Background: an optimization exercise with open tools, aiming at small area and a short achievable clock period. Do not read the settings as production practice.
Where RTL was checked, it was by simulation tests only, not by an equivalence proof against the original.

==> inputs of run a <==
==> flow/design.v <==
`timescale 1ns/1ps
module fir_filter #(
    parameter DATA_WIDTH = 16,
    parameter TAPS       = 8
)(
    input  wire                      clk,
    input  wire                      rst,
    input  wire [DATA_WIDTH-1:0]     s_axis_tdata,
    input  wire                      s_axis_tvalid,
    output wire                      s_axis_tready,   
    input  wire                      s_axis_tlast,
    output reg  [DATA_WIDTH-1:0]     m_axis_tdata,
    output reg                       m_axis_tvalid,
    input  wire                      m_axis_tready,   
    output reg                       m_axis_tlast
);
    reg [15:0] s0, b1, b2, b3, b4, b5, b6, b7;
    reg       flushing;
    reg [2:0] flush_count;
    assign s_axis_tready = !flushing;
    wire step = s_axis_tvalid | flushing;
    wire [15:0] x = flushing ? 16'd0 : s_axis_tdata;
    wire [15:0] s0x2 = {s0[14:0], 1'b0};
    wire [15:0] s0x4 = {s0[13:0], 2'b0};
    wire [15:0] s0x8 = {s0[12:0], 3'b0};
    wire [15:0] s0x6 = s0x4 + s0x2;
    always @(posedge clk) begin
        m_axis_tdata <= s0x2 + b1;
        if (rst) begin
            s0 <= 0; b1 <= 0; b2 <= 0; b3 <= 0;
            b4 <= 0; b5 <= 0; b6 <= 0; b7 <= 0;
        end else if (step) begin
            s0 <= x;
            b1 <= s0x4 + b2;
            b2 <= s0x6 + b3;
            b3 <= s0x8 + b4;
            b4 <= s0x6 + b5;
            b5 <= s0x4 + b6;
            b6 <= s0x2 + b7;
            b7 <= s0;
        end
        if (rst) begin
            m_axis_tvalid <= 0;
            m_axis_tlast  <= 0;
            flushing      <= 0;
            flush_count   <= 0;
        end else begin
            m_axis_tvalid <= step;
            m_axis_tlast  <= flushing && flush_count == 0;
            if (!flushing) begin
                if (s_axis_tvalid && s_axis_tlast) begin
                    flushing    <= 1;
                    flush_count <= 3'd7;
                end
            end else begin
                if (flush_count == 0)
                    flushing <= 0;
                flush_count <= flush_count - 1'b1;
            end
        end
    end
endmodule
==> flow/run.sh <==
#!/bin/bash
# synth_recipe.tcl (not shown) runs the flow's synth.tcl, then flattens the netlist and writes it again
# the make line also repeats each setting of config.mk as NAME=value (left out here)
make -C /OpenROAD-flow-scripts/flow DESIGN_CONFIG=/design/flow/config.mk WORK_HOME=/design/flow/orfs CLKGATE_MAP_FILE= SYNTH_SCRIPT=/design/flow/synth_recipe.tcl finish
==> flow/config.mk <==
export PLATFORM = sky130hd
export DESIGN_NAME = fir_filter
export DESIGN_NICKNAME = fir_filter
export VERILOG_FILES = /design/flow/design.v
export SDC_FILE = /design/flow/constraint.sdc
export NUM_CORES = 4
export LEC_CHECK = 0
export CAP_MARGIN = 20
export CORE_MARGIN = 2
export CORE_UTILIZATION = 40
export SLEW_MARGIN = 20
==> flow/constraint.sdc <==
create_clock -name core_clock -period 7.0 [get_ports {clk}]
set_input_delay 1.4000 -clock core_clock [delete_from_list [all_inputs] [get_ports {clk}]]
set_output_delay 1.4000 -clock core_clock [all_outputs]
set_load 0.01 [all_outputs]
==> run b: changes against run a <==
==> flow/design.v (replaced) <==
`timescale 1ns/1ps
module fir_filter #(
    parameter DATA_WIDTH = 16,
    parameter TAPS       = 8
)(
    input  wire                      clk,
    input  wire                      rst,
    input  wire [DATA_WIDTH-1:0]     s_axis_tdata,
    input  wire                      s_axis_tvalid,
    output wire                      s_axis_tready,   
    input  wire                      s_axis_tlast,
    output reg  [DATA_WIDTH-1:0]     m_axis_tdata,
    output reg                       m_axis_tvalid,
    input  wire                      m_axis_tready,   
    output reg                       m_axis_tlast
);
    reg [15:0] s0, s1, t, r1, r2, r3, r4, r5, r6;
    reg       ready;
    reg [2:0] flush_count;
    assign s_axis_tready = ready;
    wire step = s_axis_tvalid | !ready;
    wire [15:0] x = ready ? s_axis_tdata : 16'd0;
    wire [15:0] y, nt, n1, n2, n3, n4, n5;
    fir_add3 #(15) a_y (.a(s0[14:0]), .b({s1[13:0], 1'b0}), .c(r1[15:1]), .s(y[15:1]));
    assign y[0] = r1[0];
    fir_add #(15) a_t (.a(s0[14:0]), .b(s0[15:1]), .s(nt[15:1]));
    assign nt[0] = s0[0];
    fir_add #(15) a_1 (.a(t[14:0]), .b(r2[15:1]), .s(n1[15:1]));
    assign n1[0] = r2[0];
    fir_add #(13) a_2 (.a(s1[12:0]), .b(r3[15:3]), .s(n2[15:3]));
    assign n2[2:0] = r3[2:0];
    fir_add #(15) a_3 (.a(t[14:0]), .b(r4[15:1]), .s(n3[15:1]));
    assign n3[0] = r4[0];
    fir_add #(14) a_4 (.a(s1[13:0]), .b(r5[15:2]), .s(n4[15:2]));
    assign n4[1:0] = r5[1:0];
    fir_add #(15) a_5 (.a(s1[14:0]), .b(r6[15:1]), .s(n5[15:1]));
    assign n5[0] = r6[0];
    always @(posedge clk) begin
        m_axis_tdata <= y;
        if (rst) begin
            s0 <= 0; s1 <= 0; t <= 0;
            r1 <= 0; r2 <= 0; r3 <= 0; r4 <= 0; r5 <= 0; r6 <= 0;
        end else if (step) begin
            s0 <= x;
            s1 <= s0;
            t  <= nt;
            r1 <= n1;
            r2 <= n2;
            r3 <= n3;
            r4 <= n4;
            r5 <= n5;
            r6 <= s1;
        end
        if (rst) begin
            m_axis_tvalid <= 0;
            m_axis_tlast  <= 0;
            ready         <= 1;
            flush_count   <= 0;
        end else begin
            m_axis_tvalid <= step;
            m_axis_tlast  <= !ready && flush_count == 0;
            if (ready) begin
                if (s_axis_tvalid && s_axis_tlast) begin
                    ready       <= 0;
                    flush_count <= 3'd7;
                end
            end else begin
                if (flush_count == 0)
                    ready <= 1;
                flush_count <= flush_count - 1'b1;
            end
        end
    end
endmodule
module fir_add #(
    parameter W = 16
)(
    input  wire [W-1:0] a,
    input  wire [W-1:0] b,
    output wire [W-1:0] s
);
    localparam L = $clog2(W);
    wire [W-1:0] g [0:L];
    wire [W-1:0] p [0:L];
    assign g[0] = a & b;
    assign p[0] = a ^ b;
    genvar l, i;
    generate
        for (l = 0; l < L; l = l + 1) begin : lvl
            for (i = 0; i < W; i = i + 1) begin : bt
                if ((i >> l) & 1) begin : merge
                    localparam integer J = ((i >> l) << l) - 1;
                    assign g[l+1][i] = g[l][i] | (p[l][i] & g[l][J]);
                    assign p[l+1][i] = p[l][i] & p[l][J];
                end else begin : pass
                    assign g[l+1][i] = g[l][i];
                    assign p[l+1][i] = p[l][i];
                end
            end
        end
    endgenerate
    assign s = p[0] ^ {g[L][W-2:0], 1'b0};
endmodule
module fir_add3 #(
    parameter W = 16
)(
    input  wire [W-1:0] a,
    input  wire [W-1:0] b,
    input  wire [W-1:0] c,
    output wire [W-1:0] s
);
    wire [W-1:0] hs = a ^ b ^ c;
    wire [W-1:0] hc = (a & b) | (a & c) | (b & c);
    fir_add #(W) add (.a(hs), .b({hc[W-2:0], 1'b0}), .s(s));
endmodule
==> flow/flow/run.sh (new file) <==
#!/bin/bash
# Standard ORFS layout, except: the port buffers are plain buffers (buf_2)
# instead of delay cells, the resizer may swap a cell for one of another
# footprint, and CTS adds no dummy loads to balance the clock tree.
# ORFS keeps each step's own log under orfs/logs; make's output goes to layout.log.
set -euo pipefail
cat >> config.mk <<'EOC'
export BUFFER_PORTS_ARGS = -buffer_cell sky130_fd_sc_hd__buf_2
export CTS_ARGS = -sink_clustering_enable -repair_clock_nets -dont_use_dummy_load -sink_clustering_size 30 -buf_list sky130_fd_sc_hd__clkbuf_8
EOC
bash standard.sh MATCH_CELL_FOOTPRINT=0 finish > layout.log 2>&1
==> flow/standard.sh (new file) <==
#!/bin/bash
# synth_recipe.tcl (not shown) runs the flow's synth.tcl, then flattens the netlist and writes it again
# the make line also repeats each setting of config.mk as NAME=value (left out here)
make -C /OpenROAD-flow-scripts/flow DESIGN_CONFIG=/design/flow/config.mk WORK_HOME=/design/flow/orfs CLKGATE_MAP_FILE= SYNTH_SCRIPT=/design/flow/synth_recipe.tcl "${@:-finish}"
- ABC_AREA: unset -> 1
- BUFFER_PORTS_ARGS: unset -> -buffer_cell sky130_fd_sc_hd__buf_2
- CTS_ARGS: unset -> -sink_clustering_enable -repair_clock_nets -dont_use_dummy_load -sink_clustering_size 30 -buf_list sky130_fd_sc_hd__clkbuf_8
- CTS_BUF_LIST: unset -> sky130_fd_sc_hd__clkbuf_8
- CTS_CLUSTER_SIZE: unset -> 30
- SETUP_SLACK_MARGIN: unset -> 4.6
removed: flow/run.sh
==> impl_metrics.yaml <==
setup_path:
  worstPathRequired_ns: 7.32
run_status:
  status: "complete, no violations"
die:
  tapCellCount: 313
  coreArea_um2: 22800
layout:
  multi_input_area_share_pct: 57.0
synthesis:
  synth_adder_area_share_pct: 16.6
(the above is from run a)
==> impl_metrics.yaml <==
die:
  tapCellCount: 319
  coreArea_um2: 23600
synthesis:
  synth_adder_area_share_pct: 19.9
setup_path:
  worstPathRequired_ns: 7.36
  crit_cells: 9
run_status:
  status: "complete, no violations"
power_and_ir_drop:
  pg_comb_mw: 0.659
layout:
  multi_input_area_share_pct: 53.6
clocking:
  clk_latency_ns: 0.46
(the above is from run b)
Only the layout flow was run in run a; the RTL was not checked for function there.

port drivers added, routing unchanged:
Ports are ideal in the flow. The routed layouts listed here were re-timed in OpenROAD. Step 1: set_driving_cell puts a clkbuf_16 on clk and a buf_2 on each other input, an assumption about the parent block. Step 2, shift: input delay + t, output delay - t, t = (earliest + latest rising clock arrival at the registers) / 2. This alone moves slack from input paths to output paths. a / b / c = ideal ports / drivers / drivers and shift; a / b = the first two.
| run | t, ns | slack for setup (ns) | worst setup path after step 2 | slew at the worst register clock pin (ns) | cell pins on the clock port's net |
|---|---|---|---|---|---|
| run a | 0.475 | 2.582 / 2.582 / 2.582 | register to register | 0.07 / 0.07 | 1 |
| run b | 0.485 | 4.655 / 4.644 / 4.195 | input to register | 0.10 / 0.10 | 1 |
After both steps setup and hold are still met in every run listed. For run b, which loses most, drivers alone change the setup slack by -0.011 ns; drivers and shift together by -0.460 ns.
